Context: an optimization exercise on an open-source flow, tuned for small area. The choices shown serve that exercise and are no tape-out recipe. RTL that was checked went through simulation tests only; none was proved equivalent to the original. Power is estimated from default activity; no workload was simulated.

==> flow/design.v <==
module uart_rx #(parameter CLK_FREQ = 50000000, parameter BAUD_RATE = 9600)(
    input  wire       clk, rst_n, rx,
    output reg  [7:0] data,
    output wire       done
);
    localparam integer CLKS_PER_BIT = CLK_FREQ / BAUD_RATE;
    localparam integer HALF_BIT = CLKS_PER_BIT / 2;
    reg       rx_sync, rx_reg;
    reg [3:0] state;
    reg [5:0] cnt;
    function [5:0] lfsr_at(input integer k);
        integer i;
        begin
            lfsr_at = 6'd1;
            for (i = 0; i < k; i = i + 1) lfsr_at = {lfsr_at[4:0], lfsr_at[5] ^ lfsr_at[4]};
        end
    endfunction
    localparam [5:0] LAST  = lfsr_at(CLKS_PER_BIT-1);
    localparam [5:0] START = lfsr_at(CLKS_PER_BIT-1 - HALF_BIT);
    wire last = (cnt == LAST);
    assign done = (state == 15) && last;
    always @(posedge clk) begin
        rx_sync <= rx;
        rx_reg  <= rx_sync;
    end
    always @(posedge clk) begin
        if (state >= 7 && state <= 14 && last) data <= {rx_reg, data[7:1]};
    end
    always @(posedge clk or negedge rst_n) begin
        if (!rst_n) state <= 0;
        else if (state == 0) begin
            if (!rx_reg) state <= 6;
        end else if (last) begin
            if (state == 6 && rx_reg) state <= 0;
            else state <= state + 1;
        end
    end
    always @(posedge clk) begin
        if (state == 0) cnt <= START;
        else if (last) cnt <= 6'd1;
        else cnt <= {cnt[4:0], cnt[5] ^ cnt[4]};
    end
endmodule
module uart_tx #(parameter CLK_FREQ = 50000000, parameter BAUD_RATE = 9600)(
    input  wire       clk, rst_n,
    output wire       tx,
    input  wire [7:0] data,
    input  wire       start,
    output wire       idle
);
    localparam integer CLKS_PER_BIT = CLK_FREQ / BAUD_RATE;
    reg [3:0] state;
    reg [5:0] cnt;
    function [5:0] lfsr_at(input integer k);
        integer i;
        begin
            lfsr_at = 6'd1;
            for (i = 0; i < k; i = i + 1) lfsr_at = {lfsr_at[4:0], lfsr_at[5] ^ lfsr_at[4]};
        end
    endfunction
    localparam [5:0] LAST = lfsr_at(CLKS_PER_BIT-1);
    localparam [5:0] WAIT = lfsr_at(62);    
    wire last = (cnt == LAST);
    assign idle = (state == 0);
    assign tx = state[3] ? data[state[2:0]] : (state != 7);
    always @(posedge clk or negedge rst_n) begin
        if (!rst_n) state <= 0;
        else if (start) state <= 6;
        else if (state != 0 && last) state <= state + 1;
    end
    always @(posedge clk) begin
        if (start) cnt <= WAIT;
        else if (last) cnt <= 6'd1;
        else cnt <= {cnt[4:0], cnt[5] ^ cnt[4]};
    end
endmodule
module uart_caesar_decoder (
    input  wire       clk,         
    input  wire       rst_n,       
    input  wire       uart_rx,     
    output wire       uart_tx,     
    output wire [3:0] leds         
);
    parameter CLK_FREQ  = 50000000;  
    parameter BAUD_RATE = 1000000;
    wire [7:0] rx_data;
    wire       rx_done;
    wire       tx_idle;
    reg  [7:0] tx_data;
    wire       issue;
    uart_rx #(.CLK_FREQ(CLK_FREQ), .BAUD_RATE(BAUD_RATE)) uart_receiver (
        .clk(clk), .rst_n(rst_n), .rx(uart_rx), .data(rx_data), .done(rx_done));
    uart_tx #(.CLK_FREQ(CLK_FREQ), .BAUD_RATE(BAUD_RATE)) uart_transmitter (
        .clk(clk), .rst_n(rst_n), .tx(uart_tx), .data(tx_data), .start(issue), .idle(tx_idle));
    localparam S_WAIT_SHIFT = 0;
    localparam S_WAIT_MSG   = 1;
    localparam S_DECODE     = 2;
    localparam S_SEND       = 3;
    reg  [1:0] state;
    reg        avail;         
    reg  [7:0] shift;
    reg  [6:0] msg_len;
    reg  [6:0] index;
    reg        overflow_flag;
    reg        active;        
    reg [21:0] blink;
    always @(posedge clk or negedge rst_n)
        if (!rst_n) blink <= 22'h3fffff;
        else        blink <= blink + 1;
    assign leds = active ? (4'b0001 << blink[21:20]) : 4'b0000;
    reg  [511:0] ring;
    wire         slot = (blink[5:0] == index[5:0]);
    wire [4:0] low   = rx_data[4:0];
    wire       alpha = (rx_data[7:6] == 2'b01) && (low != 0) && (low <= 26);
    wire [7:0] dec   = alpha ? (rx_data - shift + ((low <= shift) ? 8'd26 : 8'd0)) : rx_data;
    wire is_digit = (rx_data >= "0" && rx_data <= "9");
    wire newline  = (rx_data == 8'h0A);
    wire write = (state == S_WAIT_MSG) && avail && !newline && !index[6] && slot;
    wire take  = ((state == S_WAIT_SHIFT) && avail) ||
                 ((state == S_WAIT_MSG) && avail && (newline || index[6] || slot));
    assign issue = (state == S_SEND) && tx_idle;
    always @(posedge clk)
        ring <= {ring[503:0], write ? dec : ring[511:504]};
    always @(posedge clk or negedge rst_n) begin
        if (!rst_n) begin
            state  <= S_WAIT_SHIFT;
            avail  <= 0;
            active <= 0;
        end else begin
            active <= (state != S_WAIT_SHIFT);
            if (take) avail <= 0;
            else if (rx_done) avail <= 1;
            case (state)
                S_WAIT_SHIFT: if (avail) state <= S_WAIT_MSG;
                S_WAIT_MSG:   if (avail && newline) state <= S_DECODE;
                S_DECODE:     if (overflow_flag || index == msg_len) state <= S_SEND;
                S_SEND:       if (tx_idle && (overflow_flag ? index != 0 : index == msg_len))
                                  state <= S_WAIT_SHIFT;
            endcase
        end
    end
    always @(posedge clk) begin
        if (rx_done && (state == S_DECODE || state == S_SEND || (state == S_WAIT_SHIFT && !avail)))
            shift <= is_digit ? {4'd0, rx_data[3:0]} : rx_data;
        case (state)
            S_WAIT_SHIFT: begin
                index <= 0;
                overflow_flag <= 0;
            end
            S_WAIT_MSG: begin
                if (avail) begin
                    if (newline) begin
                        msg_len <= index;
                        index <= 0;
                    end
                    else if (index[6]) overflow_flag <= 1;
                    else if (slot) index <= index + 1;
                end
            end
            S_DECODE: begin
                if (overflow_flag || index == msg_len) index <= 0;
                else index <= index + 1;
            end
            S_SEND: begin
                if (tx_idle) begin
                    if (overflow_flag) index <= 1;
                    else if (index != msg_len) index <= index + 1;
                end
            end
        endcase
        if (issue) begin
            if (overflow_flag) tx_data <= (index == 0) ? "!" : 8'h0A;
            else if (index == msg_len) tx_data <= 8'h0A;
        end else if (state == S_SEND && !overflow_flag && index != 0 && slot)
            tx_data <= ring[7:0];
    end
endmodule
==> flow/config.mk <==
export PLATFORM = sky130hd
export DESIGN_NAME = uart_caesar_decoder
export DESIGN_NICKNAME = uart_caesar_decoder
export VERILOG_FILES = /design/flow/design.v
export SDC_FILE = /design/flow/constraint.sdc
export NUM_CORES = 8
export LEC_CHECK = 0
export CAP_MARGIN = 30
export CORE_MARGIN = 2
export CORE_UTILIZATION = 30
export SLEW_MARGIN = 20
==> flow/constraint.sdc <==
create_clock -name core_clock -period 20.0 [get_ports {clk}]
set_input_delay 4.0000 -clock core_clock [delete_from_list [all_inputs] [get_ports {clk}]]
set_output_delay 4.0000 -clock core_clock [all_outputs]
set_load 0.01 [all_outputs]
standard.sh (not shown) runs the stock make flow with config.mk's settings and CLKGATE_MAP_FILE= SYNTH_SCRIPT=/design/flow/synth_recipe.tcl, a recipe that flattens the netlist after the stock synthesis.
==> flow/flow/run.sh <==
#!/bin/bash
# Own layout flow: the standard synthesis, then the combinational logic is
# re-mapped with a stronger ABC script (every register instance is kept as
# it is), then the standard layout with custom clock-tree options.
set -euo pipefail
W=$(pwd)
F=$W/flow
R=$W/orfs/results/$FLOW_PLATFORM/uart_caesar_decoder/base
PLAT=$FLOW_HOME/platforms/$FLOW_PLATFORM
LIB=$PLAT/lib/sky130_fd_sc_hd__tt_025C_1v80.lib

# 1. standard synthesis
bash standard.sh synth > $W/log_1_synth.log 2>&1

# 2. re-map the combinational logic; flip-flops stay as they are
cp $R/1_2_yosys.v $W/std_1_2_yosys.v
DU=$(sed -n '/DONT_USE_CELLS/,/^$/p' $PLAT/config.mk | grep -o 'sky130_fd_sc_hd__[a-z0-9_]*' | sed 's/^/-dont_use /' | tr '\n' ' ')
yosys -l $W/log_2_resyn.log -p "
read_liberty -ignore_miss_func $LIB
blackbox sky130_fd_sc_hd__df* sky130_fd_sc_hd__edf* sky130_fd_sc_hd__sdf* sky130_fd_sc_hd__dl*
read_verilog $W/std_1_2_yosys.v
hierarchy -top $FLOW_TOP
flatten
opt -purge
abc -liberty $LIB $DU -script $F/resyn.abc
opt_clean -purge
hilomap -singleton -hicell sky130_fd_sc_hd__conb_1 HI -locell sky130_fd_sc_hd__conb_1 LO
opt_clean -purge
tee -o $W/resyn_stat.txt stat -liberty $LIB
write_verilog -noattr -nohex -nodec $W/resyn_1_2_yosys.v
" > /dev/null
cp $W/resyn_1_2_yosys.v $R/1_2_yosys.v
rm -f $R/1_synth.odb $R/1_synth.sdc

# 3. layout
export CTS_ARGS="-sink_clustering_enable -repair_clock_nets -sink_clustering_size 30 -sink_clustering_max_diameter 100 -dont_use_dummy_load"
if [[ -f $F/cts_args ]]; then export CTS_ARGS="$(cat $F/cts_args)"; fi
if [[ -f $F/extra_env ]]; then set -a; source $F/extra_env; set +a; fi
bash standard.sh finish > $W/log_3_layout.log 2>&1
==> flow/flow/cts_args <==
-sink_clustering_enable -repair_clock_nets -sink_clustering_size 22 -sink_clustering_max_diameter 60 -dont_use_dummy_load -buf_list sky130_fd_sc_hd__clkbuf_8
==> flow/flow/resyn.abc <==
strash
dc2
dch -f
amap -m
topo
Rerun with:
--- a/flow/design.v
+++ b/flow/design.v
@@ -7,18 +7,9 @@
     localparam integer HALF_BIT = CLKS_PER_BIT / 2;
     reg       rx_sync, rx_reg;
     reg [3:0] state;
     reg [5:0] cnt;
-    function [5:0] lfsr_at(input integer k);
-        integer i;
-        begin
-            lfsr_at = 6'd1;
-            for (i = 0; i < k; i = i + 1) lfsr_at = {lfsr_at[4:0], lfsr_at[5] ^ lfsr_at[4]};
-        end
-    endfunction
-    localparam [5:0] LAST  = lfsr_at(CLKS_PER_BIT-1);
-    localparam [5:0] START = lfsr_at(CLKS_PER_BIT-1 - HALF_BIT);
-    wire last = (cnt == LAST);
+    wire last = (cnt == CLKS_PER_BIT-1);
     assign done = (state == 15) && last;
     always @(posedge clk) begin
         rx_sync <= rx;
         rx_reg  <= rx_sync;
@@ -35,11 +26,11 @@
             else state <= state + 1;
         end
     end
     always @(posedge clk) begin
-        if (state == 0) cnt <= START;
-        else if (last) cnt <= 6'd1;
-        else cnt <= {cnt[4:0], cnt[5] ^ cnt[4]};
+        if (state == 0) cnt <= CLKS_PER_BIT-1 - HALF_BIT;
+        else if (last) cnt <= 0;
+        else cnt <= cnt + 1;
     end
 endmodule
 module uart_tx #(parameter CLK_FREQ = 50000000, parameter BAUD_RATE = 9600)(
     input  wire       clk, rst_n,
@@ -50,29 +41,20 @@
 );
     localparam integer CLKS_PER_BIT = CLK_FREQ / BAUD_RATE;
     reg [3:0] state;
     reg [5:0] cnt;
-    function [5:0] lfsr_at(input integer k);
-        integer i;
-        begin
-            lfsr_at = 6'd1;
-            for (i = 0; i < k; i = i + 1) lfsr_at = {lfsr_at[4:0], lfsr_at[5] ^ lfsr_at[4]};
-        end
-    endfunction
-    localparam [5:0] LAST = lfsr_at(CLKS_PER_BIT-1);
-    localparam [5:0] WAIT = lfsr_at(62);    
-    wire last = (cnt == LAST);
+    wire last = (cnt == CLKS_PER_BIT-1);
     assign idle = (state == 0);
     assign tx = state[3] ? data[state[2:0]] : (state != 7);
     always @(posedge clk or negedge rst_n) begin
         if (!rst_n) state <= 0;
         else if (start) state <= 6;
         else if (state != 0 && last) state <= state + 1;
     end
     always @(posedge clk) begin
-        if (start) cnt <= WAIT;
-        else if (last) cnt <= 6'd1;
-        else cnt <= {cnt[4:0], cnt[5] ^ cnt[4]};
+        if (start) cnt <= 6'h3f;
+        else if (last) cnt <= 0;
+        else cnt <= cnt + 1;
     end
 endmodule
 module uart_caesar_decoder (
     input  wire       clk,         
Fmax is lower slightly.
Critical path depth is higher by 2.
Clock power barely changes.
Global-route usage is about the same.
Setup slack degrades by 0.023 ns.
Wire length is lower slightly.
Synthesized cell count is higher by a few percent.
Count of clock-buffer cells in the layout is higher by 1.
No functional check of the RTL was part of the second run of this note.

[static timing again, ports no longer ideal]
In the flow no input, the clock included, has a driving cell. The finished layouts below were timed again as built, in two steps.
Step 1 (the two cells are an assumption about what drives the block):
set clk [get_ports {clk}]
set_driving_cell -lib_cell sky130_fd_sc_hd__clkbuf_16 $clk
set_driving_cell -lib_cell sky130_fd_sc_hd__buf_2 [delete_from_list [all_inputs] $clk]
Step 2 moves the port delays by t, midway between the first and last clock arrival at a register: inputs arrive t later, outputs are due t later. That takes back most of the time a late clock gives input paths.
Three values: ideal ports, drivers, drivers and shift; two values: the first two.
run	t, ns	setup slack, ns	hold slack, ns	worst setup path after step 2
the first run	0.590	13.399 / 13.353 / 13.943	0.259 / 0.259 / 0.259	register to output
the second run	0.570	13.375 / 13.328 / 13.898	0.277 / 0.277 / 0.277	register to output
After both steps every run listed still meets setup and hold.
